This design comes from an exercise in tuning for small area, a short achievable clock period and few clock cycles on the open sky130 flow, not from production work.
At most, simulation tests tie the RTL to the original design; equivalence was not proved.
Only the layout flow was run in runs 6 and 8; the RTL was not checked for function there.
No driver is modelled on the clock port, so clock power and skew are understated where the tree is cut down; a real chip needs a root buffer or a tree.
Power and IR drop assume default switching activity.

==> design/flow/design.v <==
module fifo #(
	parameter DATA_WIDTH = 8,
	parameter FIFO_DEPTH = 8,
	parameter SWITCH     = 8
)
(
	input                       clk,
	input                       rst_n,
	input      [DATA_WIDTH-1:0] m0_data,
	input                       m0_valid,
	output                      m0_ready,
	input      [DATA_WIDTH-1:0] m1_data,
	input                       m1_valid,
	output reg                  m1_ready,
	output reg [DATA_WIDTH-1:0] odata,
	output reg                  ovalid,
	input                       oready
);
	localparam NQ = FIFO_DEPTH - 1;            
	localparam CW = $clog2(SWITCH);
	reg  [CW-1:0]         cnt;                 
	reg                   sel;                 
	reg                   m0_nrdy;             
	reg  [NQ:1]           qv;                  
	reg                   q_empty;             
	reg  [DATA_WIDTH-1:0] qd [1:NQ];
	assign m0_ready = ~m0_nrdy;
	wire full = m0_nrdy & ~m1_ready;             
	wire [DATA_WIDTH-1:0] in_d = sel ? m1_data : m0_data;
	wire acc  = (m0_valid & m0_ready) | (m1_valid & m1_ready);
	wire pop  = ovalid & oready;
	wire h_load  = ~ovalid | oready;           
	wire [NQ:0] allv = {qv, ovalid};
	wire [NQ:0] hole;
	genvar j;
	generate
		for (j = 0; j <= NQ; j = j + 1) begin : g_hole
			assign hole[j] = ~&allv[j:0];
		end
	endgenerate
	reg one_hole;
	integer k;
	always @(*) begin
		one_hole = 1'b0;
		for (k = 0; k <= NQ; k = k + 1)
			one_hole = one_hole | (~allv[k] & (&(allv | ({{NQ{1'b0}}, 1'b1} << k))));
	end
	wire to_head = acc & q_empty & h_load;
	wire to_tail = acc & ~to_head;
	wire sel_acc = sel ^ (cnt == SWITCH - 1);     
	wire ful_acc = full | one_hole;               
	wire n_m0_nrdy = acc ? (pop ? sel_acc : (sel_acc | ful_acc))
	                     : (pop ? sel     : (sel     | full));
	wire n_m1_rdy  = acc ? (pop ? sel_acc : (sel_acc & ~ful_acc))
	                     : (pop ? sel     : (sel     & ~full));
	wire n_sel     = acc ? sel_acc : sel;
	always @(posedge clk) begin
		if (h_load) odata <= q_empty ? in_d : qd[1];
		if (hole[NQ]) qd[NQ] <= in_d;
	end
	generate
		for (j = 1; j < NQ; j = j + 1) begin : g_stage
			always @(posedge clk)
				if (hole[j]) qd[j] <= qd[j+1];
		end
	endgenerate
	reg [NQ:1] n_qv;
	always @(*) begin
		for (k = 1; k < NQ; k = k + 1)
			n_qv[k] = hole[k] ? qv[k+1] : qv[k];
		n_qv[NQ] = hole[NQ] ? to_tail : qv[NQ];
		if (~hole[1] & h_load) n_qv[1] = 1'b0;
	end
	always @(posedge clk or negedge rst_n) begin
		if (~rst_n) begin
			cnt      <= 0;
			sel      <= 1'b0;
			m0_nrdy  <= 1'b0;
			m1_ready <= 1'b0;
			ovalid   <= 1'b0;
			qv       <= 0;
			q_empty  <= 1'b1;
		end else begin
			if (acc) cnt <= (cnt == SWITCH - 1) ? 0 : cnt + 1'b1;
			sel      <= n_sel;
			m0_nrdy  <= n_m0_nrdy;
			m1_ready <= n_m1_rdy;
			q_empty  <= ~|n_qv;
			if (h_load) ovalid <= q_empty ? to_head : qv[1];
			qv       <= n_qv;
		end
	end
endmodule
module wr_interconnect #
(
    parameter DATA_WIDTH = 8,
    parameter ADDR_WIDTH = 16
)
(
	input         			clk,
	input         			rst_n,
	input  [ADDR_WIDTH-1:0] m0_awaddr,
	input         			m0_awvalid,
	output        			m0_awready,
	input  [DATA_WIDTH-1:0] m0_wdata,
	input         			m0_wvalid,
	output        			m0_wready,
	input  [ADDR_WIDTH-1:0] m1_awaddr,
	input         			m1_awvalid,
	output        			m1_awready,
	input  [DATA_WIDTH-1:0] m1_wdata,
	input         			m1_wvalid,
	output        			m1_wready,
	output [ADDR_WIDTH-1:0] mem_awaddr,
	output        			mem_awvalid,
	input         			mem_awready,
	output [DATA_WIDTH-1:0] mem_wdata,
	output        			mem_wvalid,
	input         			mem_wready
);
fifo #(.DATA_WIDTH(ADDR_WIDTH)) AWFIFO (.clk(clk), .rst_n(rst_n),
	.m0_data(m0_awaddr), .m0_valid(m0_awvalid), .m0_ready(m0_awready),
	.m1_data(m1_awaddr), .m1_valid(m1_awvalid), .m1_ready(m1_awready),
	.odata(mem_awaddr), .ovalid(mem_awvalid), .oready(mem_awready));
fifo #(.DATA_WIDTH(DATA_WIDTH)) WFIFO (.clk(clk), .rst_n(rst_n),
	.m0_data(m0_wdata), .m0_valid(m0_wvalid), .m0_ready(m0_wready),
	.m1_data(m1_wdata), .m1_valid(m1_wvalid), .m1_ready(m1_wready),
	.odata(mem_wdata), .ovalid(mem_wvalid), .oready(mem_wready));
endmodule
==> design/flow/flow/run.sh <==
#!/bin/bash
set -euo pipefail
bash standard.sh MATCH_CELL_FOOTPRINT=0 "BUFFER_PORTS_ARGS=-buffer_cell sky130_fd_sc_hd__buf_1" "CTS_ARGS=-sink_clustering_enable -repair_clock_nets -dont_use_dummy_load -sink_clustering_size 20 -sink_clustering_max_diameter 80 -buf_list sky130_fd_sc_hd__clkbuf_8" finish > flow_standard.log 2>&1
==> design/flow/standard.sh <==
#!/bin/bash
# synth_recipe.tcl (not shown) runs the flow's synth.tcl, then flattens the netlist and writes it again
# the make line also repeats each setting of config.mk as NAME=value (left out here)
make -C /OpenROAD-flow-scripts/flow DESIGN_CONFIG=/design/flow/config.mk WORK_HOME=/design/flow/orfs CLKGATE_MAP_FILE= SYNTH_SCRIPT=/design/flow/synth_recipe.tcl "${@:-finish}"
==> design/flow/config.mk <==
export PLATFORM = sky130hd
export DESIGN_NAME = wr_interconnect
export DESIGN_NICKNAME = wr_interconnect
export VERILOG_FILES = /design/flow/design.v
export SDC_FILE = /design/flow/constraint.sdc
export NUM_CORES = 4
export LEC_CHECK = 0
export CAP_MARGIN = 20
export CORE_MARGIN = 2
export CORE_UTILIZATION = 40
export CTS_BUF_LIST = sky130_fd_sc_hd__clkbuf_4 sky130_fd_sc_hd__clkbuf_8 sky130_fd_sc_hd__clkbuf_16
export CTS_CLUSTER_DIAMETER = 100
export CTS_CLUSTER_SIZE = 30
export SETUP_SLACK_MARGIN = 3.0
export SLEW_MARGIN = 20
==> design/flow/constraint.sdc <==
create_clock -name core_clock -period 5.0 [get_ports {clk}]
set_input_delay 1.0000 -clock core_clock [delete_from_list [all_inputs] [get_ports {clk}]]
set_output_delay 1.0000 -clock core_clock [all_outputs]
set_load 0.01 [all_outputs]
==> impl_metrics.py, run 1 <==
metrics = {
    "synthesis": {
        "synth_seq_cells": 222,
        "synthesis.nets": 449,
        "synth_compound_area_share_pct": 2.08,
        "synthCells": 389,
        "synth_top_cells_by_area": "edfxtp_1 (74%), dfrtp_1 (9.0%), mux2_2 (7.6%)",
        "syn_area_um2": 7820,
        "synthArstFlopShare_pct": 13.5,
        "yosys.area_share.adder_pct": 0.640,
        "synth_flop_cell": "edfxtp_1",
        "synth.distinct_cells": 42,
        "postSynthAreaPerCell_um2": 20.1,
        "synth_edf_count": 192,
        "yosysSeqAreaShare_pct": 83.3,
        "yosys_warnings": 4,
        "synthSimpleGateAreaFrac_pct": 4.53,
        "synth_top_cell_by_area": "edfxtp_1",
        "muxShareOfSynthArea_pct": 7.76,
        "synth.top_cell.area_share_pct": 73.7,
        "synth_xor_area_share_pct": 0.784,
        "synth_top_family_by_area": "multiplexers",
    },
    "place": {
        "dpl_cell_area_um2": 8450,
        "pre_cts_ws_ns": 2.55,
        "io_buffers": 85,
        "place_congestion": 0.761,
        "dp_cells": 731,
        "hpwl_um": 8480,
    },
    "pwr": {
        "power_mw": 5.26,
        "p_sw_mw": 1.43,
        "power.density_nw_per_um2": 597,
        "power.internal_mw": 3.83,
        "pwr-share-comb_pct": 20.2,
        "clockPowerShare_pct": 14.7,
        "peakVddDrop_mv": 0.238,
        "p_sw_share_pct": 27.1,
        "p_seq_share_pct": 65.1,
        "leakage_nw": 3.16,
    },
    "final_layout": {
        "num_antenna_cells": 0,
        "post-route-cell-area_um2": 8810,
        "instances_no_fill": 756,
        "final_util_pct": 45.6,
        "syn_to_final_growth_pct": 12.6,
        "nets": 553,
        "final_cell_mix": "edfxtp_1 (192), buf_1 (56), mux2_2 (53), dfrtp_1 (26), clkbuf_2 (24)",
        "final_layout_size_suffix_gt1_share_pct": 26.1,
        "mostFrequentLayoutCell": "edfxtp_1",
    },
    "grt": {
        "grt_max_degree": 31,
        "track_usage_pct": 12.1,
        "grt_pass1_vias": 3456,
        "antenna_found_initial": 0,
        "grt_pass1_wl_um": 18900,
        "overflow": 0,
    },
    "cts": {
        "cts-root-buf": "clkbuf_8",
        "htreeDepth": 1,
        "cts_sinks": 222,
        "clock_latency_ns": 0.49,
        "cts_tree": "built",
        "cts_hold_buf": 0,
        "numCtsBuffers": 15,
        "clockBufferDepth": 3,
        "clk_pin_slew_ns": 0.12,
    },
    "die": {
        "die_x_um": 144,
        "die_y_um": 144,
        "core_um2": 19300,
        "initial_core_util_pct": 40.5,
        "rows": 51,
        "io_pins": 86,
        "die-area_um2": 20700,
    },
    "setup_path": {
        "cp-start-kind": "flop",
        "cpPeakStageDelay_ns": 0.45,
        "path_class": "flop to output pin",
        "cp_slowest_cell": "dfrtp_2",
        "path_buf_inv": 1,
        "arrival_ns": 1.06,
        "critPathTopFamily": "flip-flops",
        "rrSetupSlack_ns": 3.11,
        "crit_chain": "buf_6",
        "path_depth": 1,
        "required_ns": 4.00,
        "critPathMaxFanout": 2,
        "crit_path_end_kind": "output pin",
        "r2r_cells": 5,
    },
    "route": {
        "wl_per_cell_um": 16.3,
        "antenna_left": 0,
        "first_iter_violations": 158,
        "remaining_drc_errors": 0,
        "routed_via_density": 4.73,
        "dr.pass1.iters": 4,
        "dr_total_vias": 3573,
        "wl_um": 12300,
    },
    "worst_hold_path": {
        "hold_depth": 0,
        "hold_path.class": "flop to flop",
    },
    "timing": {
        "slew-limit-headroom_pct": 39.7,
        "setup-violations-final": 0,
        "finalWorstSetupSlack_ns": 2.94,
        "finalCritPeriodShare_pct": 41.3,
        "fin_setup_tns_ns": 0,
        "tightest_slew_ns": 0.905,
        "hold_violations": 0,
        "timing.hold.ws_ns": 0.421,
        "fin_worst_skew_ns": 0.0575,
        "slew_violations": 0,
        "min_period_ns": 2.06,
        "rsz0062_at_grt": "yes",
        "max_freq_mhz": 484,
    },
    "run_status": {
        "status": "no timing/DRC/antenna violations",
    },
    "flow_run": {
        "maxCapViolCount": 0,
    },
}
[cells by family (layout without fill, tap and decap cells)]
family                     after synthesis  in the layout
and+or+nand+nor                         65             65
muxes                                   54             54
adders and majority gates                4              4
DFF                                    222            222
AOI/OAI and AO/OA                       21             21
buffers and inverters                   16            118
xor gates and xnor gates                 7              7
[cells in the mapped netlist, types with 2 or more instances]
library cell  count
edfxtp_1        192
mux2_2           53
dfrtp_1          28
nand2_1          23
nand2b_1         10
inv_1             8
buf_2             7
nor2_1            6
xnor2_1           6
o21ai_0           5
ha_1              4
nand3_1           4
nand3b_1          3
nor4_1            3
a211oi_1          2
a21o_1            2
and3_1            2
and4_2            2
dfstp_2           2
nand4_1           2
nand4b_1          2
nor3_1            2
o22ai_1           2
[routing by layer]
metal | GRT usage [%] | wire (um) | vias up
li1 | - | - | 1692
met1 | 17.0 | 5580 | 1778
met2 | 19.7 | 5990 | 86
met3 | 2.23 | 547 | 17
met4 | 2.94 | 203 | 0
met5 | 0 | 0 | -
[area by class of cell]
class                   instances  area (um^2)
inverters                       8         33.8
clock buffers                  15          206
multi-input cells             151         1270
fillers                      1685        10500
repair buffers                 95          449
well taps                     265          332
flip-flops and latches        222         6520
[registers in the layout, summed over array words and instances (netlist names)]
signal and cells:
AWFIFO.qd 112, WFIFO.qd 56, AWFIFO.odata 16, WFIFO.odata 8
AWFIFO.qv 7, WFIFO.qv 7, AWFIFO.cnt 3, WFIFO.cnt 3
AWFIFO.m0_nrdy 1, AWFIFO.m1_ready 1, AWFIFO.ovalid 1, AWFIFO.q_empty 1
AWFIFO.sel 1, WFIFO.m0_nrdy 1, WFIFO.m1_ready 1, WFIFO.ovalid 1
WFIFO.q_empty 1, WFIFO.sel 1
[power by group through the flow]
stage	Combinational, mW	Clock (mW)	Sequential (mW)
floorplan	0.657	0	3.36
global placement	0.901	0	3.44
detailed placement	0.932	0	3.49
CTS	1.03	0.808	3.44
global route	1.16	0.869	3.53
finish	1.06	0.774	3.42
[final timing paths]
check | from | to
setup reg to reg | WFIFO.qv[1]$_DFF_PN0_ | WFIFO.q_empty$_DFF_PN1_
hold reg to reg | AWFIFO.qd[4][1]$_DFFE_PN_ | AWFIFO.qd[3][1]$_DFFE_PN_
max in group asynchronous | rst_n | AWFIFO.m0_nrdy$_DFF_PN0_
min in group asynchronous | rst_n | WFIFO.qv[6]$_DFF_PN0_
hold / removal | AWFIFO.qd[4][1]$_DFFE_PN_ | AWFIFO.qd[3][1]$_DFFE_PN_
setup / recovery | WFIFO.ovalid$_DFFE_PN0N_ | mem_wvalid
[repair_timing]
action / 4_1_cts / 5_1_grt
cloned: 0 / 0
endpoints found under the setup margin: 81 / 31
buffers inserted: 7 / 3
resized for setup: 29 / 16
Testbench counts, summed over its fixed seeds: cycles 1,032.
==> inputs of run 2 (changes only) <==
==> design/flow/flow/run.sh (replaced) <==
#!/bin/bash
set -euo pipefail
bash standard.sh MATCH_CELL_FOOTPRINT=0 "BUFFER_PORTS_ARGS=-buffer_cell sky130_fd_sc_hd__buf_2" "CTS_ARGS=-sink_clustering_enable -repair_clock_nets -dont_use_dummy_load -sink_clustering_size 30 -sink_clustering_max_diameter 100 -buf_list sky130_fd_sc_hd__clkbuf_16" finish > flow_standard.log 2>&1
==> run 2 against run 1 <==
Combinational power barely moved; register-to-register slack gained 0.04 ns; cell count is 0.66% lower; clock skew down 0.019 ns; worst hold slack got worse by 0.030 ns; final area increased by 1.5%; die area unchanged; non-clock buffer count decreased by 1; synthesized area stayed put.
==> impl_metrics.py, run 2 <==
metrics = {
    "run_status": {
        "status": "no timing/DRC/antenna violations",
    },
    "synthesis": {
        "synthesis.nets": 449,
        "synth_top_cells_by_area": "edfxtp_1 (74%), dfrtp_1 (9.0%), mux2_2 (7.6%)",
        "synth_edf_count": 192,
        "synthCells": 389,
        "syn_area_um2": 7820,
        "synth_common_cells": "edfxtp_1 (192), mux2_2 (53), dfrtp_1 (28)",
        "synthArstFlopShare_pct": 13.5,
        "synth_flop_cell": "edfxtp_1",
        "synth_seq_cells": 222,
        "yosys_warnings": 4,
        "synth.top_cell.area_share_pct": 73.7,
        "postSynthAreaPerCell_um2": 20.1,
        "yosysMostFrequentCell": "edfxtp_1",
        "synth.distinct_cells": 42,
        "yosysSeqAreaShare_pct": 83.3,
        "synth_top_cell_by_area": "edfxtp_1",
    },
    "cts": {
        "cts_sinks": 222,
        "clockBufferDepth": 3,
        "clock_latency_ns": 0.46,
        "htreeDepth": 1,
        "cts-root-buf": "clkbuf_16",
        "clk_pin_slew_ns": 0.11,
        "cts_tree": "built",
        "numCtsBuffers": 11,
        "cts_hold_buf": 0,
    },
    "setup_path": {
        "crit_path_end_kind": "output pin",
        "cp-start-kind": "flop",
        "path_class": "flop to output pin",
        "required_ns": 4.00,
        "critPathTopFamily": "flip-flops",
        "arrival_ns": 1.03,
        "cpPeakStageDelay_ns": 0.41,
        "path_buf_inv": 1,
        "cp_slowest_cell": "edfxtp_1",
        "critPathMaxFanout": 1,
        "crit_chain": "buf_2",
    },
    "die": {
        "die_x_um": 144,
        "die_y_um": 144,
        "io_pins": 86,
        "initial_core_util_pct": 40.5,
        "rows": 51,
        "die-area_um2": 20700,
        "core_um2": 19300,
    },
    "route": {
        "first_iter_violations": 269,
        "routed_via_density": 4.74,
        "wl_um": 12300,
        "dr_total_vias": 3563,
        "antenna_left": 0,
        "dr.pass1.iters": 4,
        "wl_per_cell_um": 16.3,
        "remaining_drc_errors": 0,
    },
    "final_layout": {
        "reg_top3": "AWFIFO.qd (112), WFIFO.qd (56), AWFIFO.odata (16)",
        "regMostFlops": "AWFIFO.qd",
        "final_cell_mix": "edfxtp_1 (192), buf_2 (82), mux2_2 (53), dfrtp_1 (26), nand2_1 (22)",
        "mostFrequentLayoutCell": "edfxtp_1",
        "num_antenna_cells": 0,
        "fill_cells": 1657,
        "nets": 548,
        "largest_reg_flops": 112,
        "instances_no_fill": 751,
        "syn_to_final_growth_pct": 14.3,
        "final_layout_size_suffix_gt1_share_pct": 37.0,
    },
    "pwr": {
        "power_mw": 5.38,
        "power.density_nw_per_um2": 602,
        "peakVddDrop_mv": 0.251,
        "leakage_nw": 3.34,
    },
    "timing": {
        "slew-limit-headroom_pct": 47.3,
        "tightest_slew_ns": 0.789,
        "hold_violations": 0,
        "finalCritPeriodShare_pct": 40.5,
        "max_freq_mhz": 493,
        "rsz0062_at_grt": "yes",
        "timing.hold.ws_ns": 0.392,
        "setup-violations-final": 0,
        "fin_worst_skew_ns": 0.0380,
        "min_period_ns": 2.03,
        "fin_setup_tns_ns": 0,
        "slew_violations": 0,
    },
    "place": {
        "dp_cells": 731,
        "io_buffers": 85,
        "hpwl_um": 8550,
        "place_congestion": 0.758,
    },
    "worst_hold_path": {
        "hold_path.class": "flop to flop",
    },
    "grt": {
        "grt_pass1_vias": 3503,
        "antenna_found_initial": 0,
        "track_usage_pct": 11.8,
        "grt_max_degree": 31,
        "overflow": 0,
        "grt_pass1_wl_um": 18600,
    },
    "flow_run": {
        "maxCapViolCount": 0,
    },
}
==> run 2: power breakdown <==
part           internal (mW)  total, mW  switching [mW]  leakage, nW
clock network          0.398      0.904           0.506        0.136
logic                  0.502       1.06           0.557        0.847
registers               3.06       3.42           0.361         2.35
==> run 2: kinds of logic (layout without fill, tap and decap cells) <==
| kind of cell | Yosys count | after routing | share of synthesized area (%) |
|---|---|---|---|
| adders and majority gates | 4 | 4 | 0.640 |
| xor gates and xnor gates | 7 | 7 | 0.784 |
| DFF | 222 | 222 | 83.3 |
| AOI/OAI and AO/OA | 21 | 21 | 2.08 |
| and+or+nand+nor | 65 | 65 | 4.53 |
| buffers and inverters | 16 | 113 | 0.880 |
| muxes | 54 | 54 | 7.76 |
==> run 2: per-layer routing <==
| metal | global-route usage [%] | wire, um | up-vias |
|---|---|---|---|
| li1 | - | - | 1686 |
| met1 | 16.5 | 5520 | 1762 |
| met2 | 19.8 | 5960 | 98 |
| met3 | 1.77 | 590 | 17 |
| met4 | 2.22 | 181 | 0 |
| met5 | 0 | 0 | - |
==> run 2: stage by stage <==
stage	instance area (um^2)	worst slack (ns)	utilization, %
after floorplan	7840	2.92	-
after global placement	8550	2.62	44.2
after detailed placement	8550	2.54	44.2
after CTS	8910	2.93	46.1
after global routing	8940	2.92	46.2
final	8940	2.97	46.2
==> run 2: final cells by class <==
| type | count | area (um^2) | area share, % |
|---|---|---|---|
| Clock buffer | 11 | 275 | 3.08 |
| Timing Repair Buffer | 94 | 512 | 5.72 |
| Tap cell | 265 | 332 | 3.71 |
| Inverter | 8 | 33.8 | 0.378 |
| Multi-Input combinational cell | 151 | 1270 | 14.2 |
| Sequential cell | 222 | 6520 | 72.9 |
==> run 2: path summary, 6_finish.rpt <==
path | from | to | slack [ns] | cells past startpoint
max | WFIFO.odata[7]$_DFFE_PN_ | mem_wdata[7] | 2.97 | 1
min | AWFIFO.qd[7][4]$_DFFE_PN_ | AWFIFO.qd[6][4]$_DFFE_PN_ | 0.39 | 0
max reg2reg | AWFIFO.ovalid$_DFFE_PN0N_ | AWFIFO.qd[5][12]$_DFFE_PN_ | 3.15 | 5
min reg2reg | AWFIFO.qd[7][4]$_DFFE_PN_ | AWFIFO.qd[6][4]$_DFFE_PN_ | 0.39 | 0
max in group asynchronous | rst_n | WFIFO.ovalid$_DFFE_PN0N_ | 3.87 | 1
min in group asynchronous | rst_n | WFIFO.qv[6]$_DFF_PN0_ | 0.58 | 1
==> run 2: what timing repair did <==
action | 4_1_cts | 5_1_grt
setup buffers | 6 | 3
resized for setup | 10 | 3
setup endpoints to repair | 65 | 43
hold endpoints to repair | 0 | 0
==> inputs of run 3 (changes only) <==
==> design/flow/flow/run.sh (replaced) <==
#!/bin/bash
set -euo pipefail
here=$(pwd)
bash standard.sh MATCH_CELL_FOOTPRINT=0 "BUFFER_PORTS_ARGS=-buffer_cell sky130_fd_sc_hd__buf_1" "CTS_ARGS=-sink_clustering_enable -repair_clock_nets -dont_use_dummy_load -sink_clustering_size 30 -sink_clustering_max_diameter 100 -buf_list sky130_fd_sc_hd__clkbuf_16" "POST_CTS_TCL=$here/flow/post_cts.tcl" finish > flow_standard.log 2>&1
==> design/flow/flow/post_cts.tcl (new file) <==
# Drop the H-tree's middle level: the root buffer then drives the leaf
# buffers directly, two buffers from the clock port to every register.
set mid {}
foreach inst [[ord::get_db_block] getInsts] {
  if {[regexp {^clkbuf_[1-9][0-9]*_[0-9]+__f_} [$inst getName]]} { lappend mid [$inst getName] }
}
puts "post_cts: removing [llength $mid] middle clock buffers: $mid"
if {[llength $mid]} {
  remove_buffers {*}$mid
  detailed_placement
  estimate_parasitics -placement
  report_clock_latency
}
--- a/design/flow/config.mk
+++ b/design/flow/config.mk
@@ -11,5 +11,5 @@
 export CTS_BUF_LIST = sky130_fd_sc_hd__clkbuf_4 sky130_fd_sc_hd__clkbuf_8 sky130_fd_sc_hd__clkbuf_16
 export CTS_CLUSTER_DIAMETER = 100
 export CTS_CLUSTER_SIZE = 30
-export SETUP_SLACK_MARGIN = 3.0
+export SETUP_SLACK_MARGIN = 3.1
 export SLEW_MARGIN = 20
==> run 3 against run 2 <==
Still clean; worst setup slack improved by 0.039 ns; via count about the same; global-route usage increased by 0.54 points; cell count increased by 0.27%; clock skew decreased by 0.0064 ns; utilization decreased by 0.25 points; first-iteration DRC count decreased by 12%; count of clock-buffer cells in the layout decreased by 2.
==> impl_metrics.py, run 3 <==
metrics = {
    "run_status": {
        "status": "no timing/DRC/antenna violations",
    },
    "timing": {
        "setup-violations-final": 0,
        "finalCritPeriodShare_pct": 39.7,
        "max_freq_mhz": 503,
        "fin_worst_skew_ns": 0.0316,
        "hold_violations": 0,
        "slew_violations": 0,
        "rsz0062_at_grt": "yes",
        "slew-limit-headroom_pct": 48.4,
        "finalWorstSetupSlack_ns": 3.01,
        "min_period_ns": 1.99,
        "tightest_slew_ns": 0.773,
        "fin_setup_tns_ns": 0,
    },
    "setup_path": {
        "cp_slowest_cell": "edfxtp_1",
        "cp-start-kind": "flop",
        "critPathTopFamily": "flip-flops",
        "startpoint": "WFIFO.odata[7]$_DFFE_PN_",
        "path_buf_inv": 1,
        "path_class": "flop to output pin",
        "critPathMaxFanout": 1,
        "arrival_ns": 0.99,
        "r2r_start": "AWFIFO.ovalid$_DFFE_PN0N_",
        "required_ns": 4.00,
        "crit_chain": "clkbuf_2",
        "cpPeakStageDelay_ns": 0.45,
        "crit_path_end_kind": "output pin",
    },
    "die": {
        "initial_core_util_pct": 40.5,
        "die_x_um": 144,
        "die_y_um": 144,
        "rows": 51,
        "core_um2": 19300,
        "die-area_um2": 20700,
        "io_pins": 86,
    },
    "place": {
        "dp_cells": 731,
        "pre_cts_ws_ns": 2.63,
        "hpwl_um": 8360,
        "place_congestion": 0.787,
        "io_buffers": 85,
    },
    "final_layout": {
        "instances_no_fill": 753,
        "final_cell_mix": "edfxtp_1 (192), buf_1 (54), mux2_2 (53), clkbuf_2 (28), dfrtp_1 (25)",
        "largest_reg_flops": 112,
        "fill_cells": 1640,
        "seq_area_um2": 6520,
        "nets": 550,
        "mostFrequentLayoutCell": "edfxtp_1",
        "final_layout_size_suffix_gt1_share_pct": 27.3,
        "regMostFlops": "AWFIFO.qd",
        "reg_top3": "AWFIFO.qd (112), WFIFO.qd (56), AWFIFO.odata (16)",
        "syn_to_final_growth_pct": 13.7,
        "num_antenna_cells": 0,
        "multi_input_comb_area_um2": 1300,
    },
    "synthesis": {
        "yosysSeqAreaShare_pct": 83.3,
        "synth_top_cell_by_area": "edfxtp_1",
        "synthesis.nets": 449,
        "yosysMostFrequentCell": "edfxtp_1",
        "synthCells": 389,
        "synth_flop_cell": "edfxtp_1",
        "synth_edf_count": 192,
        "synth_top_cells_by_area": "edfxtp_1 (74%), dfrtp_1 (9.0%), mux2_2 (7.6%)",
        "synth.top_cell.area_share_pct": 73.7,
        "synth_seq_cells": 222,
        "synth_common_cells": "edfxtp_1 (192), mux2_2 (53), dfrtp_1 (28)",
        "syn_area_um2": 7820,
        "synthArstFlopShare_pct": 13.5,
        "synth.distinct_cells": 42,
        "postSynthAreaPerCell_um2": 20.1,
        "yosys_warnings": 4,
    },
    "worst_hold_path": {
        "worstHoldStart": "AWFIFO.qd[6][0]$_DFFE_PN_",
        "hold_path.class": "flop to flop",
    },
    "cts": {
        "cts_sinks": 222,
        "clk_pin_slew_ns": 0.11,
        "clock_latency_ns": 0.39,
    },
    "grt": {
        "grt_max_degree": 31,
        "grt_pass1_wl_um": 18500,
        "track_usage_pct": 12.3,
        "overflow": 0,
        "antenna_found_initial": 0,
        "grt_pass1_vias": 3428,
    },
    "route": {
        "top_layer_used": "met4",
        "wl_met2_um": 5920,
        "wl_um": 12300,
        "antenna_left": 0,
        "routed_via_density": 4.73,
        "met3_length_um": 536,
        "remaining_drc_errors": 0,
        "wl_per_cell_um": 16.3,
        "dr.pass1.iters": 4,
        "wl_met1_um": 5540,
        "first_iter_violations": 236,
        "dr_total_vias": 3562,
    },
    "pwr": {
        "peakVddDrop_mv": 0.263,
        "leakage_nw": 3.20,
        "power.density_nw_per_um2": 598,
    },
    "flow_run": {
        "maxCapViolCount": 0,
    },
}
## run 3: metal layers
metal | global-route usage [%] | vias to the layer above
met3 | 3.23 | 18
met1 | 15.9 | 1766
met4 | 4.75 | 0
met5 | 0 | -
li1 | - | 1686
met2 | 20.0 | 92
## run 3: logic make-up (layout without fill, tap and decap cells)
family / count (synthesis) / in the layout / share of synthesized area, %
muxes: 54 / 54 / 7.76
xor gates and xnor gates: 7 / 7 / 0.784
and+or+nand+nor: 65 / 66 / 4.53
DFF: 222 / 222 / 83.3
adders and majority gates: 4 / 4 / 0.640
buffers and inverters: 16 / 114 / 0.880
AOI/OAI and AO/OA: 21 / 21 / 2.08
## run 3: worst paths after layout
check	to	slack [ns]	cells past startpoint
max in group asynchronous	AWFIFO.sel$_DFFE_PN0N_	3.75	1
hold / removal	AWFIFO.qd[5][0]$_DFFE_PN_	0.41	0
setup / recovery	mem_wdata[7]	3.01	1
setup reg to reg	AWFIFO.q_empty$_DFF_PN1_	3.18	7
min in group asynchronous	WFIFO.qv[6]$_DFF_PN0_	0.66	1
hold reg to reg	AWFIFO.qd[5][0]$_DFFE_PN_	0.41	0
## run 3: layout make-up
cell class / instances / area share [%]
tap: 265 / 3.73
inverter: 8 / 0.422
multi-input combinational: 152 / 14.6
sequential: 222 / 73.3
timing repair buffer: 97 / 5.39
clock buffer: 9 / 2.53
## run 3: report_power, final
part / switching (mW) / leakage (nW) / internal (mW) / total, mW
sequential: 0.363 / 2.35 / 3.06 / 3.42
combinational: 0.578 / 0.736 / 0.505 / 1.08
clock: 0.486 / 0.111 / 0.327 / 0.812
total: 1.43 / 3.20 / 3.89 / 5.32
## run 3: through the flow
step                area (um^2)  total power [mW]  hold slack, ns  utilization [%]
floorplan                  7840              4.02           0.400                -
global placement           8460              4.36           0.401             43.7
detailed placement         8460              4.43           0.405             43.7
global route               8890              5.63           0.422             46.0
finish                     8890              5.32           0.410             46.0
==> inputs of run 4 (changes only) <==
--- a/design/flow/config.mk
+++ b/design/flow/config.mk
@@ -11,5 +11,5 @@
 export CTS_BUF_LIST = sky130_fd_sc_hd__clkbuf_4 sky130_fd_sc_hd__clkbuf_8 sky130_fd_sc_hd__clkbuf_16
 export CTS_CLUSTER_DIAMETER = 100
 export CTS_CLUSTER_SIZE = 30
-export SETUP_SLACK_MARGIN = 3.1
+export SETUP_SLACK_MARGIN = 3.2
 export SLEW_MARGIN = 20
==> run 4 against run 3 <==
Still clean on timing, DRC and antenna; die area unchanged; sequential cell count unchanged; register-to-register slack better by 0.10 ns; critical path type unchanged; critical endpoint is now mem_wvalid; largest cell class unchanged.
==> impl_metrics.py, run 4 <==
metrics = {
    "final_layout": {
        "fill_cells": 1622,
        "final_layout_size_suffix_gt1_share_pct": 29.2,
        "seq_area_um2": 6520,
        "mostFrequentLayoutCell": "edfxtp_1",
        "multi_input_comb_area_um2": 1320,
        "reg_top3": "AWFIFO.qd (112), WFIFO.qd (56), AWFIFO.odata (16)",
        "largest_reg_flops": 112,
        "final_cell_mix": "edfxtp_1 (192), mux2_2 (53), buf_1 (53), clkbuf_2 (29), dfrtp_1 (25)",
        "syn_to_final_growth_pct": 15.0,
        "num_antenna_cells": 0,
        "nets": 558,
        "regMostFlops": "AWFIFO.qd",
    },
    "pwr": {
        "power.density_nw_per_um2": 598,
        "power.internal_mw": 3.92,
        "peakVddDrop_mv": 0.257,
        "p_seq_share_pct": 63.8,
        "clockPowerShare_pct": 15.3,
        "leakage_nw": 3.25,
        "p_sw_mw": 1.46,
        "pwr-share-comb_pct": 20.8,
        "p_sw_share_pct": 27.2,
    },
    "die": {
        "rows": 51,
        "die-area_um2": 20700,
        "io_pins": 86,
        "initial_core_util_pct": 40.5,
        "die_y_um": 144,
        "core_um2": 19300,
        "die_x_um": 144,
    },
    "grt": {
        "grt_pass1_wl_um": 19000,
        "track_usage_pct": 12.6,
        "antenna_found_initial": 0,
        "busiest_layer": "met2",
        "grt_pass1_vias": 3646,
        "grt_max_degree": 31,
        "overflow": 0,
        "use_met3_pct": 3.63,
        "met1_usage_pct": 16.2,
        "use_met2_pct": 20.9,
    },
    "worst_hold_path": {
        "hold_path.class": "flop to flop",
    },
    "setup_path": {
        "crit_path_end_kind": "output pin",
        "required_ns": 4.00,
        "cp_slowest_cell": "dfrtp_2",
        "path_buf_inv": 1,
        "crit_chain": "buf_6",
        "critPathTopFamily": "flip-flops",
        "cpPeakStageDelay_ns": 0.47,
        "path_class": "flop to output pin",
        "cp-start-kind": "flop",
        "arrival_ns": 0.99,
        "critPathMaxFanout": 5,
    },
    "timing": {
        "min_period_ns": 1.99,
        "fin_worst_skew_ns": 0.0409,
        "slew-limit-headroom_pct": 46.2,
        "hold_violations": 0,
        "tightest_slew_ns": 0.807,
        "setup-violations-final": 0,
        "max_freq_mhz": 502,
        "finalCritPeriodShare_pct": 39.9,
        "finalWorstSetupSlack_ns": 3.01,
        "rsz0062_at_grt": "yes",
        "slew_violations": 0,
        "fin_setup_tns_ns": 0,
    },
    "synthesis": {
        "synthesis.nets": 449,
        "synthCells": 389,
        "synthArstFlopShare_pct": 13.5,
        "yosys_warnings": 4,
        "synth.top_cell.area_share_pct": 73.7,
        "synth_top_cell_by_area": "edfxtp_1",
        "synthSimpleGateAreaFrac_pct": 4.53,
        "synth_top_cells_by_area": "edfxtp_1 (74%), dfrtp_1 (9.0%), mux2_2 (7.6%)",
        "yosys.area_share.adder_pct": 0.640,
        "yosysSeqAreaShare_pct": 83.3,
        "muxShareOfSynthArea_pct": 7.76,
        "synth_seq_cells": 222,
        "synth_top_family_by_area": "multiplexers",
        "yosysMostFrequentCell": "edfxtp_1",
        "postSynthAreaPerCell_um2": 20.1,
        "syn_area_um2": 7820,
        "synth_common_cells": "edfxtp_1 (192), mux2_2 (53), dfrtp_1 (28)",
        "synth_edf_count": 192,
        "synth.distinct_cells": 42,
        "synth_flop_cell": "edfxtp_1",
        "synth_xor_area_share_pct": 0.784,
        "synth_compound_area_share_pct": 2.08,
    },
    "flow_run": {
        "maxCapViolCount": 0,
    },
    "cts": {
        "clock_latency_ns": 0.39,
        "cts_sinks": 222,
        "clk_pin_slew_ns": 0.11,
    },
    "run_status": {
        "status": "no timing/DRC/antenna violations",
    },
    "route": {
        "dr_total_vias": 3651,
        "first_iter_violations": 250,
        "dr.pass1.iters": 4,
        "routed_via_density": 4.80,
        "wl_per_cell_um": 17.1,
        "wl_um": 13000,
        "antenna_left": 0,
        "remaining_drc_errors": 0,
    },
    "place": {
        "place_congestion": 0.774,
        "pre_cts_ws_ns": 2.79,
        "hpwl_um": 8680,
        "io_buffers": 85,
    },
}
[run 4: cell types whose count changed in the layout (fill, tap and decap cells not counted), sizes merged]
cell | previous run | this run
buf | 69 | 75
clkbuf | 37 | 38
or2 | 2 | 3
[run 4: metrics by stage]
step | hold slack (ns) | power (mW) | utilization [%] | instances | area (um^2)
finish | 0.420 | 5.38 | 46.5 | 761 | 9000
global route | 0.433 | 5.67 | 46.5 | 761 | 9000
detailed placement | 0.405 | 4.47 | 43.9 | 731 | 8500
global placement | 0.401 | 4.37 | 43.9 | 731 | 8500
floorplan | 0.400 | 4.04 | - | 389 | 7880
[run 4: area by class of cell]
type                            count  area share, %
Inverter                            8          0.417
Timing Repair Buffer              104           6.20
Clock buffer                        9           2.50
Sequential cell                   222           72.5
Tap cell                          265           3.69
Multi-Input combinational cell    153           14.7
[run 4: power groups by stage]
stage / Sequential [mW] / Clock [mW] / Combinational [mW]
detailed placement: 3.51 / 0 / 0.959
floorplan: 3.36 / 0 / 0.677
global route: 3.53 / 0.915 / 1.22
finish: 3.44 / 0.825 / 1.12
global placement: 3.45 / 0 / 0.919
[run 4: worst paths after layout]
check	start	end	slack, ns	cells after the start
max reg2reg	WFIFO.ovalid$_DFFE_PN0N_	WFIFO.qd[6][5]$_DFFE_PN_	3.28	4
max in group asynchronous	rst_n	AWFIFO.sel$_DFFE_PN0N_	3.71	1
max	WFIFO.ovalid$_DFFE_PN0N_	mem_wvalid	3.01	1
min reg2reg	WFIFO.qd[5][7]$_DFFE_PN_	WFIFO.qd[4][7]$_DFFE_PN_	0.42	0
min	WFIFO.qd[5][7]$_DFFE_PN_	WFIFO.qd[4][7]$_DFFE_PN_	0.42	0
min in group asynchronous	rst_n	WFIFO.qv[3]$_DFF_PN0_	0.67	1
[run 4: logic make-up after synthesis]
group	after synthesis
xor+xnor	7
compound gates	21
mux	54
buf+inv	16
flops	222
simple gates	65
fa+ha+maj	4
[run 4: per-layer routing]
| metal | wire length, um | vias to the layer above |
|---|---|---|
| met5 | 0 | - |
| met4 | 218 | 0 |
| met3 | 500 | 14 |
| met2 | 6490 | 75 |
| met1 | 5820 | 1858 |
| li1 | - | 1704 |
==> inputs of run 5 (changes only) <==
--- a/design/flow/config.mk
+++ b/design/flow/config.mk
@@ -11,5 +11,6 @@
 export CTS_BUF_LIST = sky130_fd_sc_hd__clkbuf_4 sky130_fd_sc_hd__clkbuf_8 sky130_fd_sc_hd__clkbuf_16
 export CTS_CLUSTER_DIAMETER = 100
 export CTS_CLUSTER_SIZE = 30
-export SETUP_SLACK_MARGIN = 3.2
+export GPL_TIMING_DRIVEN = 1
+export SETUP_SLACK_MARGIN = 3.0
 export SLEW_MARGIN = 20
==> run 5 against run 4 <==
Still clean on timing, DRC and antenna; maximum frequency up 1.7%; sequential cell count unchanged; global-route usage down 0.26 points; cell count down 2.0%; register-to-register slack worse by 0.16 ns; first-iteration DRC count down 22%; via count down 3.3%; critical endpoint unchanged.
==> impl_metrics.py, run 5 <==
metrics = {
    "timing": {
        "min_period_ns": 1.96,
        "slew-limit-headroom_pct": 40.7,
        "finalCritPeriodShare_pct": 39.2,
        "fin_setup_tns_ns": 0,
        "tightest_slew_ns": 0.889,
        "slew_violations": 0,
        "finalWorstSetupSlack_ns": 3.04,
        "rsz0062_at_grt": "yes",
        "fin_worst_skew_ns": 0.0393,
        "hold_violations": 0,
        "setup-violations-final": 0,
        "timing.hold.ws_ns": 0.379,
        "max_freq_mhz": 511,
    },
    "die": {
        "core_um2": 19300,
        "initial_core_util_pct": 40.5,
        "die-area_um2": 20700,
        "rows": 51,
        "die_y_um": 144,
        "io_pins": 86,
        "die_x_um": 144,
    },
    "pwr": {
        "power.density_nw_per_um2": 598,
        "peakVddDrop_mv": 0.341,
        "pwr-share-comb_pct": 19.2,
        "p_seq_share_pct": 65.2,
        "p_sw_mw": 1.40,
        "p_sw_share_pct": 26.7,
        "clockPowerShare_pct": 15.6,
        "power.internal_mw": 3.85,
        "leakage_nw": 3.09,
        "power_mw": 5.25,
    },
    "final_layout": {
        "post-route-cell-area_um2": 8770,
        "final_layout_size_suffix_gt1_share_pct": 20.8,
        "nets": 543,
        "num_antenna_cells": 0,
        "syn_to_final_growth_pct": 12.2,
        "final_util_pct": 45.4,
        "largest_reg_flops": 112,
        "regMostFlops": "AWFIFO.qd",
        "mostFrequentLayoutCell": "edfxtp_1",
        "instances_no_fill": 746,
        "final_cell_mix": "edfxtp_1 (192), buf_1 (74), mux2_2 (53), dfrtp_1 (26), nand2_1 (22)",
        "reg_top3": "AWFIFO.qd (112), WFIFO.qd (56), AWFIFO.odata (16)",
    },
    "grt": {
        "grt_pass1_vias": 3378,
        "grt_pass1_wl_um": 18600,
        "track_usage_pct": 12.4,
        "antenna_found_initial": 0,
        "grt_max_degree": 31,
        "overflow": 0,
    },
    "cts": {
        "clk_pin_slew_ns": 0.10,
        "clock_latency_ns": 0.39,
        "cts_sinks": 222,
    },
    "route": {
        "wl_per_cell_um": 16.2,
        "first_iter_violations": 194,
        "routed_via_density": 4.73,
        "remaining_drc_errors": 0,
        "wl_um": 12100,
        "dr.pass1.iters": 4,
        "dr_total_vias": 3531,
        "antenna_left": 0,
    },
    "setup_path": {
        "arrival_ns": 0.96,
        "critPathMaxFanout": 2,
        "cpPeakStageDelay_ns": 0.45,
        "path_class": "flop to output pin",
        "critPathTopFamily": "flip-flops",
        "cp_slowest_cell": "dfrtp_2",
        "cp-start-kind": "flop",
        "crit_path_end_kind": "output pin",
        "required_ns": 4.00,
        "path_buf_inv": 1,
        "crit_chain": "buf_6",
    },
    "place": {
        "dp_cells": 731,
        "pre_cts_ws_ns": 2.55,
        "dpl_cell_area_um2": 8450,
        "io_buffers": 85,
        "place_congestion": 0.761,
        "hpwl_um": 8480,
    },
    "flow_run": {
        "maxCapViolCount": 0,
    },
    "synthesis": {
        "yosysSeqAreaShare_pct": 83.3,
        "synthCells": 389,
        "synth_flop_cell": "edfxtp_1",
        "synthArstFlopShare_pct": 13.5,
        "postSynthAreaPerCell_um2": 20.1,
        "synth_seq_cells": 222,
        "synth.top_cell.area_share_pct": 73.7,
        "syn_area_um2": 7820,
        "synthesis.nets": 449,
        "synth_common_cells": "edfxtp_1 (192), mux2_2 (53), dfrtp_1 (28)",
        "synth_top_cells_by_area": "edfxtp_1 (74%), dfrtp_1 (9.0%), mux2_2 (7.6%)",
        "synth.distinct_cells": 42,
        "synth_edf_count": 192,
        "yosys_warnings": 4,
        "synth_top_cell_by_area": "edfxtp_1",
        "yosysMostFrequentCell": "edfxtp_1",
    },
    "run_status": {
        "status": "no timing/DRC/antenna violations",
    },
    "worst_hold_path": {
        "hold_path.class": "flop to flop",
    },
}
[run 5: final timing paths]
kind | startpoint | end | slack [ns] | depth (start not counted)
max in group asynchronous | rst_n | AWFIFO.ovalid$_DFFE_PN0N_ | 3.79 | 1
min in group asynchronous | rst_n | WFIFO.qv[6]$_DFF_PN0_ | 0.67 | 1
worst max register to register | AWFIFO.sel$_DFFE_PN0N_ | AWFIFO.odata[6]$_DFFE_PN_ | 3.12 | 2
worst min-delay path | AWFIFO.qd[7][10]$_DFFE_PN_ | AWFIFO.qd[6][10]$_DFFE_PN_ | 0.38 | 0
worst max-delay path | WFIFO.ovalid$_DFFE_PN0N_ | mem_wvalid | 3.04 | 1
worst min register to register | AWFIFO.qd[7][10]$_DFFE_PN_ | AWFIFO.qd[6][10]$_DFFE_PN_ | 0.38 | 0
[run 5: per-layer routing]
metal  global-route usage [%]  vias to the layer above  routed length, um
met3                     3.67                       10                626
met4                     3.10                        0                123
met1                     16.9                     1762               5370
li1                         -                     1678                  -
met5                        0                        -                  0
met2                     19.6                       81               5960
[run 5: power groups by stage]
| stage | sequential, mW | clock (mW) | combinational, mW |
|---|---|---|---|
| 6_report | 3.42 | 0.817 | 1.01 |
| 3_3_place_gp | 3.44 | 0 | 0.901 |
| 2_1_floorplan | 3.36 | 0 | 0.657 |
| 5_1_grt | 3.53 | 0.912 | 1.11 |
| 3_5_place_dp | 3.49 | 0 | 0.932 |
[run 5: logic make-up (layout without fill, tap and decap cells)]
| group | Yosys count | in the layout | share of synthesized area (%) |
|---|---|---|---|
| AOI/OAI and AO/OA | 21 | 21 | 2.08 |
| muxes | 54 | 54 | 7.76 |
| adders and majority gates | 4 | 4 | 0.640 |
| buffers and inverters | 16 | 108 | 0.880 |
| DFF | 222 | 222 | 83.3 |
| and+or+nand+nor | 65 | 65 | 4.53 |
| xor gates and xnor gates | 7 | 7 | 0.784 |
[run 5: layout make-up]
| type | instances | area [um^2] |
|---|---|---|
| Multi-Input combinational cell | 151 | 1270 |
| Inverter | 8 | 33.8 |
| Clock buffer | 9 | 225 |
| Fill cell | 1682 | 10600 |
| Tap cell | 265 | 332 |
| Timing Repair Buffer | 91 | 397 |
| Sequential cell | 222 | 6520 |
[run 5: worst register-to-register path: cells and delay by family, from the launching register on]
family / cells / cell delay (ns)
DFF: 1 / 0.92
muxes: 2 / 0.76
==> inputs of run 6 (changes only) <==
--- a/design/flow/design.v
+++ b/design/flow/design.v
@@ -22,13 +22,13 @@
 	reg                   sel;                 
 	reg                   m0_nrdy;             
 	reg  [NQ:1]           qv;                  
-	reg                   q_empty;             
 	reg  [DATA_WIDTH-1:0] qd [1:NQ];
 	assign m0_ready = ~m0_nrdy;
 	wire full = m0_nrdy & ~m1_ready;             
 	wire [DATA_WIDTH-1:0] in_d = sel ? m1_data : m0_data;
 	wire acc  = (m0_valid & m0_ready) | (m1_valid & m1_ready);
 	wire pop  = ovalid & oready;
+	wire q_empty = ~|qv;
 	wire h_load  = ~ovalid | oready;           
 	wire [NQ:0] allv = {qv, ovalid};
 	wire [NQ:0] hole;
@@ -79,13 +79,11 @@
 			m1_ready <= 1'b0;
 			ovalid   <= 1'b0;
 			qv       <= 0;
-			q_empty  <= 1'b1;
 		end else begin
 			if (acc) cnt <= (cnt == SWITCH - 1) ? 0 : cnt + 1'b1;
 			sel      <= n_sel;
 			m0_nrdy  <= n_m0_nrdy;
 			m1_ready <= n_m1_rdy;
-			q_empty  <= ~|n_qv;
 			if (h_load) ovalid <= q_empty ? to_head : qv[1];
 			qv       <= n_qv;
 		end
--- a/design/flow/config.mk
+++ b/design/flow/config.mk
@@ -11,6 +11,5 @@
 export CTS_BUF_LIST = sky130_fd_sc_hd__clkbuf_4 sky130_fd_sc_hd__clkbuf_8 sky130_fd_sc_hd__clkbuf_16
 export CTS_CLUSTER_DIAMETER = 100
 export CTS_CLUSTER_SIZE = 30
-export GPL_TIMING_DRIVEN = 1
 export SETUP_SLACK_MARGIN = 3.0
 export SLEW_MARGIN = 20
==> run 6 against run 5 <==
Synthesized cell count increased by 2.8%; largest power group unchanged; clock skew increased by 0.011 ns; highest routed layer unchanged; final area increased by 0.63%; sequential share of layout area decreased by 1.1 points; maximum frequency decreased by 1.7%; critical path type unchanged.
==> impl_metrics.py, run 6 <==
metrics = {
    "setup_path": {
        "path_class": "flop to output pin",
        "crit_chain": "buf_6",
        "cpPeakStageDelay_ns": 0.46,
        "required_ns": 4.00,
        "arrival_ns": 0.99,
        "crit_path_end_kind": "output pin",
        "critPathMaxFanout": 6,
        "path_buf_inv": 1,
        "cp-start-kind": "flop",
        "cp_slowest_cell": "dfrtp_2",
        "critPathTopFamily": "flip-flops",
    },
    "final_layout": {
        "final_layout_size_suffix_gt1_share_pct": 19.0,
        "nets": 563,
        "seq_area_um2": 6470,
        "syn_to_final_growth_pct": 12.5,
        "instances_no_fill": 766,
        "fill_cells": 1680,
        "regMostFlops": "AWFIFO.qd",
        "mostFrequentLayoutCell": "edfxtp_1",
        "final_cell_mix": "edfxtp_1 (192), buf_1 (77), mux2_2 (42), dfrtp_1 (26), nand2_1 (19)",
        "largest_reg_flops": 112,
        "multi_input_comb_area_um2": 1300,
        "reg_top3": "AWFIFO.qd (112), WFIFO.qd (56), AWFIFO.odata (16)",
        "num_antenna_cells": 0,
    },
    "pwr": {
        "p_sw_mw": 1.48,
        "p_sw_share_pct": 27.2,
        "leakage_nw": 3.22,
        "pwr-share-comb_pct": 20.6,
        "power_mw": 5.42,
        "peakVddDrop_mv": 0.290,
        "power.density_nw_per_um2": 614,
        "clockPowerShare_pct": 15.0,
        "p_seq_share_pct": 64.4,
        "power.internal_mw": 3.95,
    },
    "die": {
        "initial_core_util_pct": 40.6,
        "die-area_um2": 20800,
        "io_pins": 86,
        "die_x_um": 144,
        "rows": 51,
        "die_y_um": 144,
        "core_um2": 19300,
    },
    "synthesis": {
        "synth_top_cell_by_area": "edfxtp_1",
        "synth_seq_cells": 220,
        "postSynthAreaPerCell_um2": 19.6,
        "synthCells": 400,
        "synthesis.nets": 460,
        "yosys_warnings": 4,
        "synth.top_cell.area_share_pct": 73.5,
        "synth_flop_cell": "edfxtp_1",
        "synth_common_cells": "edfxtp_1 (192), mux2_2 (42), dfrtp_1 (28)",
        "syn_area_um2": 7850,
        "yosysMostFrequentCell": "edfxtp_1",
        "synthArstFlopShare_pct": 12.7,
        "synth_edf_count": 192,
        "synth_top_cells_by_area": "edfxtp_1 (73%), dfrtp_1 (8.9%), mux2_2 (6.0%)",
        "yosysSeqAreaShare_pct": 82.4,
        "synth.distinct_cells": 39,
    },
    "timing": {
        "max_freq_mhz": 502,
        "tightest_slew_ns": 0.906,
        "finalWorstSetupSlack_ns": 3.01,
        "fin_setup_tns_ns": 0,
        "fin_worst_skew_ns": 0.0505,
        "min_period_ns": 1.99,
        "setup-violations-final": 0,
        "slew-limit-headroom_pct": 39.4,
        "hold_violations": 0,
        "finalCritPeriodShare_pct": 39.8,
        "rsz0062_at_grt": "yes",
        "slew_violations": 0,
    },
    "grt": {
        "grt_pass1_wl_um": 19200,
        "overflow": 0,
        "antenna_found_initial": 0,
        "grt_pass1_vias": 3577,
        "track_usage_pct": 12.8,
        "grt_max_degree": 31,
    },
    "route": {
        "dr_total_vias": 3672,
        "wl_per_cell_um": 16.5,
        "routed_via_density": 4.79,
        "antenna_left": 0,
        "wl_um": 12600,
        "first_iter_violations": 214,
        "dr.pass1.iters": 5,
        "remaining_drc_errors": 0,
    },
    "place": {
        "place_congestion": 0.778,
        "dp_cells": 744,
        "pre_cts_ws_ns": 2.86,
        "io_buffers": 85,
        "hpwl_um": 8370,
    },
    "run_status": {
        "status": "no timing/DRC/antenna violations",
    },
    "cts": {
        "clk_pin_slew_ns": 0.11,
        "cts_sinks": 220,
        "clock_latency_ns": 0.39,
    },
    "flow_run": {
        "maxCapViolCount": 0,
    },
    "worst_hold_path": {
        "hold_path.class": "flop to flop",
    },
}
run 6: cell count changes after synthesis, sizes merged, moves of 3 or more:
cell    delta
nor2       +5
nand3b     -3
inv        +4
o211ai     +3
nor2b      +3
and2       +6
mux2       -3
run 6: layout make-up:
cell class,count,area share (%)
multi-input cells,161,14.7
flip-flops and latches,220,73.3
well taps,265,3.76
clock buffers,9,2.55
repair buffers,99,5.20
inverters,12,0.510
run 6: cell families after synthesis:
kind of cell | synth area share, %
muxes | 7.56
AOI/OAI and AO/OA | 2.30
DFF | 82.4
adders and majority gates | 0.638
and+or+nand+nor | 5.25
buffers and inverters | 1.18
xor gates and xnor gates | 0.670
run 6: path summary, 6_finish.rpt:
kind,depth (start not counted),slack (ns),to,startpoint
min reg2reg,0,0.36,WFIFO.qd[4][7]$_DFFE_PN_,WFIFO.qd[5][7]$_DFFE_PN_
min in group asynchronous,2,0.59,WFIFO.cnt[0]$_DFFE_PN0N_,rst_n
max reg2reg,2,3.11,AWFIFO.odata[10]$_DFFE_PP_,AWFIFO.sel$_DFFE_PN0N_
min,0,0.36,WFIFO.qd[4][7]$_DFFE_PN_,WFIFO.qd[5][7]$_DFFE_PN_
max,1,3.01,mem_wvalid,WFIFO.ovalid$_DFFE_PN0P_
max in group asynchronous,2,4.07,WFIFO.qv[5]$_DFFE_PN0N_,rst_n
run 6: per-layer routing:
layer,track usage [%],routed length [um]
met1,17.0,5600
met2,20.7,6210
met3,3.25,638
met4,4.33,182
met5,0,0
run 6: per-stage QoR:
| stage | cell area (um^2) | hold WS, ns | utilization (%) |
|---|---|---|---|
| after floorplan | 7850 | 0.400 | - |
| after global placement | 8460 | 0.400 | 43.7 |
| after global routing | 8830 | 0.367 | 45.7 |
| after detailed placement | 8460 | 0.405 | 43.7 |
| final | 8830 | 0.365 | 45.7 |
run 6: power groups by stage:
| stage | Combinational, mW | Sequential, mW | Clock [mW] |
|---|---|---|---|
| after floorplan | 0.712 | 3.42 | 0 |
| after global placement | 0.990 | 3.49 | 0 |
| after detailed placement | 1.02 | 3.54 | 0 |
| after global routing | 1.24 | 3.60 | 0.905 |
| final | 1.12 | 3.49 | 0.814 |
==> inputs of run 7 (changes only) <==
--- a/design/flow/design.v
+++ b/design/flow/design.v
@@ -22,13 +22,13 @@
 	reg                   sel;                 
 	reg                   m0_nrdy;             
 	reg  [NQ:1]           qv;                  
+	reg                   q_empty;             
 	reg  [DATA_WIDTH-1:0] qd [1:NQ];
 	assign m0_ready = ~m0_nrdy;
 	wire full = m0_nrdy & ~m1_ready;             
 	wire [DATA_WIDTH-1:0] in_d = sel ? m1_data : m0_data;
 	wire acc  = (m0_valid & m0_ready) | (m1_valid & m1_ready);
 	wire pop  = ovalid & oready;
-	wire q_empty = ~|qv;
 	wire h_load  = ~ovalid | oready;           
 	wire [NQ:0] allv = {qv, ovalid};
 	wire [NQ:0] hole;
@@ -79,11 +79,13 @@
 			m1_ready <= 1'b0;
 			ovalid   <= 1'b0;
 			qv       <= 0;
+			q_empty  <= 1'b1;
 		end else begin
 			if (acc) cnt <= (cnt == SWITCH - 1) ? 0 : cnt + 1'b1;
 			sel      <= n_sel;
 			m0_nrdy  <= n_m0_nrdy;
 			m1_ready <= n_m1_rdy;
+			q_empty  <= ~|n_qv;
 			if (h_load) ovalid <= q_empty ? to_head : qv[1];
 			qv       <= n_qv;
 		end
==> run 7 against run 6 <==
Clock power about the same; via count shrank 3.8%; still clean; global-route usage down 0.41 points; critical path type unchanged; critical endpoint unchanged; worst setup slack better by 0.033 ns; worst hold slack improved by 0.014 ns; register-to-register slack barely moved; synthesized area shrank 0.30%; power down 3.2%; wire length shrank 4.4%; die area down 0.29%.
==> impl_metrics.py, run 7 <==
metrics = {
    "setup_path": {
        "rrSetupSlack_ns": 3.12,
        "path_class": "flop to output pin",
        "cpPeakStageDelay_ns": 0.45,
        "r2r-end": "AWFIFO.odata[6]$_DFFE_PN_",
        "r2r_start": "AWFIFO.sel$_DFFE_PN0N_",
        "cp_slowest_cell": "dfrtp_2",
        "r2r_cells": 2,
        "required_ns": 4.00,
        "arrival_ns": 0.96,
        "path_depth": 1,
        "crit_path_end_kind": "output pin",
        "critPathCapture": "mem_wvalid",
        "path_buf_inv": 1,
        "critPathMaxFanout": 2,
        "crit_chain": "buf_6",
        "startpoint": "WFIFO.ovalid$_DFFE_PN0N_",
        "cp-start-kind": "flop",
        "critPathTopFamily": "flip-flops",
    },
    "worst_hold_path": {
        "hold_path.class": "flop to flop",
    },
    "final_layout": {
        "final_layout_size_suffix_gt1_share_pct": 20.8,
        "num_antenna_cells": 0,
        "mostFrequentLayoutCell": "edfxtp_1",
        "nets": 543,
        "reg_top3": "AWFIFO.qd (112), WFIFO.qd (56), AWFIFO.odata (16)",
        "final_cell_mix": "edfxtp_1 (192), buf_1 (74), mux2_2 (53), dfrtp_1 (26), nand2_1 (22)",
        "regMostFlops": "AWFIFO.qd",
        "post-route-cell-area_um2": 8770,
        "largest_reg_flops": 112,
        "syn_to_final_growth_pct": 12.2,
        "fill_cells": 1682,
    },
    "synthesis": {
        "synth_edf_count": 192,
        "synth_flop_cell": "edfxtp_1",
        "syn_area_um2": 7820,
        "synth_top_cells_by_area": "edfxtp_1 (74%), dfrtp_1 (9.0%), mux2_2 (7.6%)",
        "synthArstFlopShare_pct": 13.5,
        "synthCells": 389,
        "synthesis.nets": 449,
        "synth_seq_cells": 222,
        "synth.distinct_cells": 42,
        "postSynthAreaPerCell_um2": 20.1,
        "yosysSeqAreaShare_pct": 83.3,
        "yosysMostFrequentCell": "edfxtp_1",
        "synth.top_cell.area_share_pct": 73.7,
        "synth_common_cells": "edfxtp_1 (192), mux2_2 (53), dfrtp_1 (28)",
        "synth_top_cell_by_area": "edfxtp_1",
        "yosys_warnings": 4,
    },
    "place": {
        "dpl_cell_area_um2": 8450,
        "hpwl_um": 8480,
        "io_buffers": 85,
        "pre_cts_ws_ns": 2.55,
        "place_congestion": 0.761,
    },
    "grt": {
        "grt_max_degree": 31,
        "antenna_found_initial": 0,
        "grt_pass1_vias": 3378,
        "track_usage_pct": 12.4,
        "overflow": 0,
        "grt_pass1_wl_um": 18600,
    },
    "timing": {
        "setup-violations-final": 0,
        "fin_setup_tns_ns": 0,
        "min_period_ns": 1.96,
        "fin_worst_skew_ns": 0.0393,
        "tightest_slew_ns": 0.889,
        "slew_violations": 0,
        "finalWorstSetupSlack_ns": 3.04,
        "hold_violations": 0,
        "rsz0062_at_grt": "yes",
        "slew-limit-headroom_pct": 40.7,
        "finalCritPeriodShare_pct": 39.2,
        "max_freq_mhz": 511,
    },
    "cts": {
        "cts_sinks": 222,
        "clk_pin_slew_ns": 0.10,
        "clock_latency_ns": 0.39,
    },
    "pwr": {
        "peakVddDrop_mv": 0.341,
        "power.density_nw_per_um2": 598,
        "power_mw": 5.25,
        "leakage_nw": 3.09,
    },
    "die": {
        "core_um2": 19300,
        "initial_core_util_pct": 40.5,
        "rows": 51,
        "die_y_um": 144,
        "io_pins": 86,
        "die-area_um2": 20700,
        "die_x_um": 144,
    },
    "route": {
        "first_iter_violations": 194,
        "dr.pass1.iters": 4,
        "wl_um": 12100,
        "dr_total_vias": 3531,
        "wl_per_cell_um": 16.2,
        "remaining_drc_errors": 0,
        "antenna_left": 0,
        "routed_via_density": 4.73,
    },
    "run_status": {
        "status": "no timing/DRC/antenna violations",
    },
    "flow_run": {
        "maxCapViolCount": 0,
    },
}
## run 7: cell count changes after synthesis, sizes merged, moves of 3 or more
| cell | delta |
|---|---|
| and2 | -6 |
| nor2 | -5 |
| inv | -4 |
| mux2 | +3 |
| nand3b | +3 |
| nor2b | -3 |
| o211ai | -3 |
## run 7: logic make-up after synthesis
family	count (synthesis)	share of synthesized area, %
mux	54	7.76
fa+ha+maj	4	0.640
xor+xnor	7	0.784
flops	222	83.3
simple gates	65	4.53
compound gates	21	2.08
buf+inv	16	0.880
## run 7: cell type report
class,instances,area (um^2),share of cell area [%]
clock buffer,9,225,2.57
inverter,8,33.8,0.385
multi-input combinational,151,1270,14.4
sequential,222,6520,74.3
tap,265,332,3.78
timing repair buffer,91,397,4.52
## run 7: routing by layer
layer | global-route usage [%] | wire, um
met1 | 16.9 | 5370
met5 | 0 | 0
met3 | 3.67 | 626
met4 | 3.10 | 123
met2 | 19.6 | 5960
## run 7: worst min path at each step
stage,startpoint,end,depth (start not counted),slack (ns)
after floorplan,AWFIFO.qd[2][0]$_DFFE_PN_,AWFIFO.qd[1][0]$_DFFE_PN_,0,0.40
after global placement,WFIFO.qd[7][4]$_DFFE_PN_,WFIFO.qd[6][4]$_DFFE_PN_,0,0.40
after detailed placement,AWFIFO.qd[3][0]$_DFFE_PN_,AWFIFO.qd[2][0]$_DFFE_PN_,0,0.40
after global routing,AWFIFO.qd[7][10]$_DFFE_PN_,AWFIFO.qd[6][10]$_DFFE_PN_,0,0.39
final,AWFIFO.qd[7][10]$_DFFE_PN_,AWFIFO.qd[6][10]$_DFFE_PN_,0,0.38
## run 7: where the power goes
group / internal, mW / switching, mW
combinational: 0.460 / 0.548
clock: 0.327 / 0.490
sequential: 3.06 / 0.365
total: 3.85 / 1.40
## run 7: stage by stage
step	hold WS (ns)	util, %	instances
floorplan	0.400	-	389
global placement	0.401	43.7	731
detailed placement	0.405	43.7	731
global route	0.388	45.4	746
finish	0.379	45.4	746
Testbench counts of run 7, summed over its fixed seeds: cycles 1,032.
==> inputs of run 8 (changes only) <==
--- a/design/flow/design.v
+++ b/design/flow/design.v
@@ -23,10 +23,11 @@
 	reg                   m0_nrdy;             
 	reg  [NQ:1]           qv;                  
 	reg                   q_empty;             
-	reg  [DATA_WIDTH-1:0] qd [1:NQ];
+	reg  [DATA_WIDTH-1:0] qd [1:NQ];           
 	assign m0_ready = ~m0_nrdy;
 	wire full = m0_nrdy & ~m1_ready;             
 	wire [DATA_WIDTH-1:0] in_d = sel ? m1_data : m0_data;
+	wire [DATA_WIDTH-1:0] in_n = sel ? ~m1_data : ~m0_data;
 	wire acc  = (m0_valid & m0_ready) | (m1_valid & m1_ready);
 	wire pop  = ovalid & oready;
 	wire h_load  = ~ovalid | oready;           
@@ -55,8 +56,8 @@
 	                     : (pop ? sel     : (sel     & ~full));
 	wire n_sel     = acc ? sel_acc : sel;
 	always @(posedge clk) begin
-		if (h_load) odata <= q_empty ? in_d : qd[1];
-		if (hole[NQ]) qd[NQ] <= in_d;
+		if (h_load) odata <= ~(q_empty ? in_n : qd[1]);
+		if (hole[NQ]) qd[NQ] <= in_n;
 	end
 	generate
 		for (j = 1; j < NQ; j = j + 1) begin : g_stage
==> run 8 against run 7 <==
Maximum frequency is 1.4% lower; final area is 0.13% higher; die area is 0.44% lower; register-to-register slack hardly changed; worst hold slack better by 0.032 ns; wire length is 0.41% higher; largest cell class unchanged; worst setup slack worse by 0.027 ns; clock skew is 0.019 ns lower; clock power hardly changed; sequential share of layout area is 0.081 points lower.
==> impl_metrics.py, run 8 <==
metrics = {
    "synthesis": {
        "synthCells": 396,
        "synth.distinct_cells": 40,
        "synthesis.nets": 456,
        "synth_common_cells": "edfxtp_1 (192), mux2i_1 (50), dfrtp_1 (28)",
        "synthArstFlopShare_pct": 13.5,
        "syn_area_um2": 7790,
        "synth.top_cell.area_share_pct": 74.0,
        "postSynthAreaPerCell_um2": 19.7,
        "synth_edf_count": 192,
        "synth_top_cells_by_area": "edfxtp_1 (74%), dfrtp_1 (9.0%), mux2i_1 (6.4%)",
        "yosys_warnings": 4,
        "synth_seq_cells": 222,
        "yosysSeqAreaShare_pct": 83.7,
        "synth_flop_cell": "edfxtp_1",
        "synth_top_cell_by_area": "edfxtp_1",
        "yosysMostFrequentCell": "edfxtp_1",
    },
    "route": {
        "antenna_left": 0,
        "routed_via_density": 4.70,
        "first_iter_violations": 330,
        "wl_per_cell_um": 16.0,
        "wl_um": 12100,
        "dr.pass1.iters": 5,
        "dr_total_vias": 3564,
        "remaining_drc_errors": 0,
    },
    "worst_hold_path": {
        "hold_path.class": "flop to flop",
    },
    "die": {
        "io_pins": 86,
        "die-area_um2": 20600,
        "die_y_um": 144,
        "rows": 51,
        "core_um2": 19300,
        "initial_core_util_pct": 40.4,
        "die_x_um": 144,
    },
    "flow_run": {
        "maxCapViolCount": 0,
    },
    "timing": {
        "finalWorstSetupSlack_ns": 3.01,
        "fin_worst_skew_ns": 0.0200,
        "setup-violations-final": 0,
        "finalCritPeriodShare_pct": 39.7,
        "fin_setup_tns_ns": 0,
        "rsz0062_at_grt": "yes",
        "slew-limit-headroom_pct": 46.9,
        "slew_violations": 0,
        "tightest_slew_ns": 0.794,
        "hold_violations": 0,
        "max_freq_mhz": 504,
        "min_period_ns": 1.99,
    },
    "final_layout": {
        "regMostFlops": "AWFIFO.qd",
        "final_layout_size_suffix_gt1_share_pct": 9.74,
        "final_util_pct": 45.6,
        "mostFrequentLayoutCell": "edfxtp_1",
        "nets": 555,
        "largest_reg_flops": 112,
        "final_cell_mix": "edfxtp_1 (192), buf_1 (79), mux2i_1 (50), dfrtp_1 (25), nand2_1 (24)",
        "syn_to_final_growth_pct": 12.8,
        "num_antenna_cells": 0,
        "reg_top3": "AWFIFO.qd (112), WFIFO.qd (56), AWFIFO.odata (16)",
    },
    "grt": {
        "overflow": 0,
        "grt_pass1_vias": 3473,
        "track_usage_pct": 12.4,
        "grt_max_degree": 31,
        "antenna_found_initial": 0,
        "grt_pass1_wl_um": 18500,
    },
    "setup_path": {
        "cp_slowest_cell": "edfxtp_1",
        "critPathTopFamily": "flip-flops",
        "crit_chain": "clkbuf_2",
        "critPathMaxFanout": 1,
        "cpPeakStageDelay_ns": 0.45,
        "path_buf_inv": 1,
        "required_ns": 4.00,
        "path_class": "flop to output pin",
        "arrival_ns": 0.99,
        "crit_path_end_kind": "output pin",
        "cp-start-kind": "flop",
    },
    "pwr": {
        "leakage_nw": 3.17,
        "power_mw": 5.16,
        "power.density_nw_per_um2": 588,
        "peakVddDrop_mv": 0.241,
    },
    "cts": {
        "clock_latency_ns": 0.39,
        "cts_sinks": 222,
        "clk_pin_slew_ns": 0.11,
    },
    "place": {
        "place_congestion": 0.786,
        "hpwl_um": 8720,
        "pre_cts_ws_ns": 2.59,
        "io_buffers": 85,
    },
    "run_status": {
        "status": "no timing/DRC/antenna violations",
    },
}
run 8: cell count changes in the layout (fill, tap and decap cells not counted), sizes merged, moves of 2 or more:
cell / delta
a21oi: +3
or4: +2
o22ai: -2
clkbuf: -4
mux2i: +49
nand2: +3
mux2: -51
a211oi: +3
a31o: +2
nand3: +4
nand3b: -3
buf: +10
a211o: +2
run 8: cell families (layout without fill, tap and decap cells):
family / count (synthesis) / in the layout / share of synthesized area [%]
compound gates: 27 / 27 / 2.64
xor+xnor: 5 / 5 / 0.659
fa+ha+maj: 4 / 4 / 0.643
buf+inv: 17 / 114 / 1.08
flops: 222 / 222 / 83.7
mux: 52 / 52 / 6.72
simple gates: 69 / 69 / 4.56
run 8: per-stage QoR:
stage,hold slack [ns],cells,instance area [um^2]
2_1_floorplan,0.400,396,7810
3_3_place_gp,0.400,738,8410
3_5_place_dp,0.405,738,8410
5_1_grt,0.411,758,8790
6_report,0.411,758,8790
run 8: final timing paths:
check                                            from  cells after the start  slack, ns                        to
setup / recovery           AWFIFO.odata[12]$_DFFE_PN_                      1       3.01            mem_awaddr[12]
hold / removal               WFIFO.qd[5][7]$_DFFE_PN_                      0       0.41  WFIFO.qd[4][7]$_DFFE_PN_
setup reg to reg               AWFIFO.qv[6]$_DFF_PN0_                      5       3.12  AWFIFO.m0_nrdy$_DFF_PN0_
hold reg to reg              WFIFO.qd[5][7]$_DFFE_PN_                      0       0.41  WFIFO.qd[4][7]$_DFFE_PN_
max in group asynchronous                       rst_n                      2       4.06   WFIFO.q_empty$_DFF_PN1_
min in group asynchronous                       rst_n                      2       0.61     WFIFO.qv[2]$_DFF_PN0_
run 8: area by class of cell:
class,count,area (um^2)
fill,1671,10500
timing repair buffer,97,435
inverter,8,33.8
clock buffer,9,225
sequential,222,6520
tap,265,332
multi-input combinational,157,1240
run 8: routing by layer:
metal  wire length [um]  share of wire [%]  GRT usage, %
met1               5470                 45          16.2
met2               6010                 50          20.2
met3                441                3.6          2.37
met4                218                1.8          5.57
met5                  0                  0             0
run 8: where the power goes:
| part | internal (mW) | switching (mW) |
|---|---|---|
| Sequential | 3.01 | 0.416 |
| Combinational | 0.404 | 0.515 |
| Clock | 0.327 | 0.491 |
| Total | 3.74 | 1.42 |
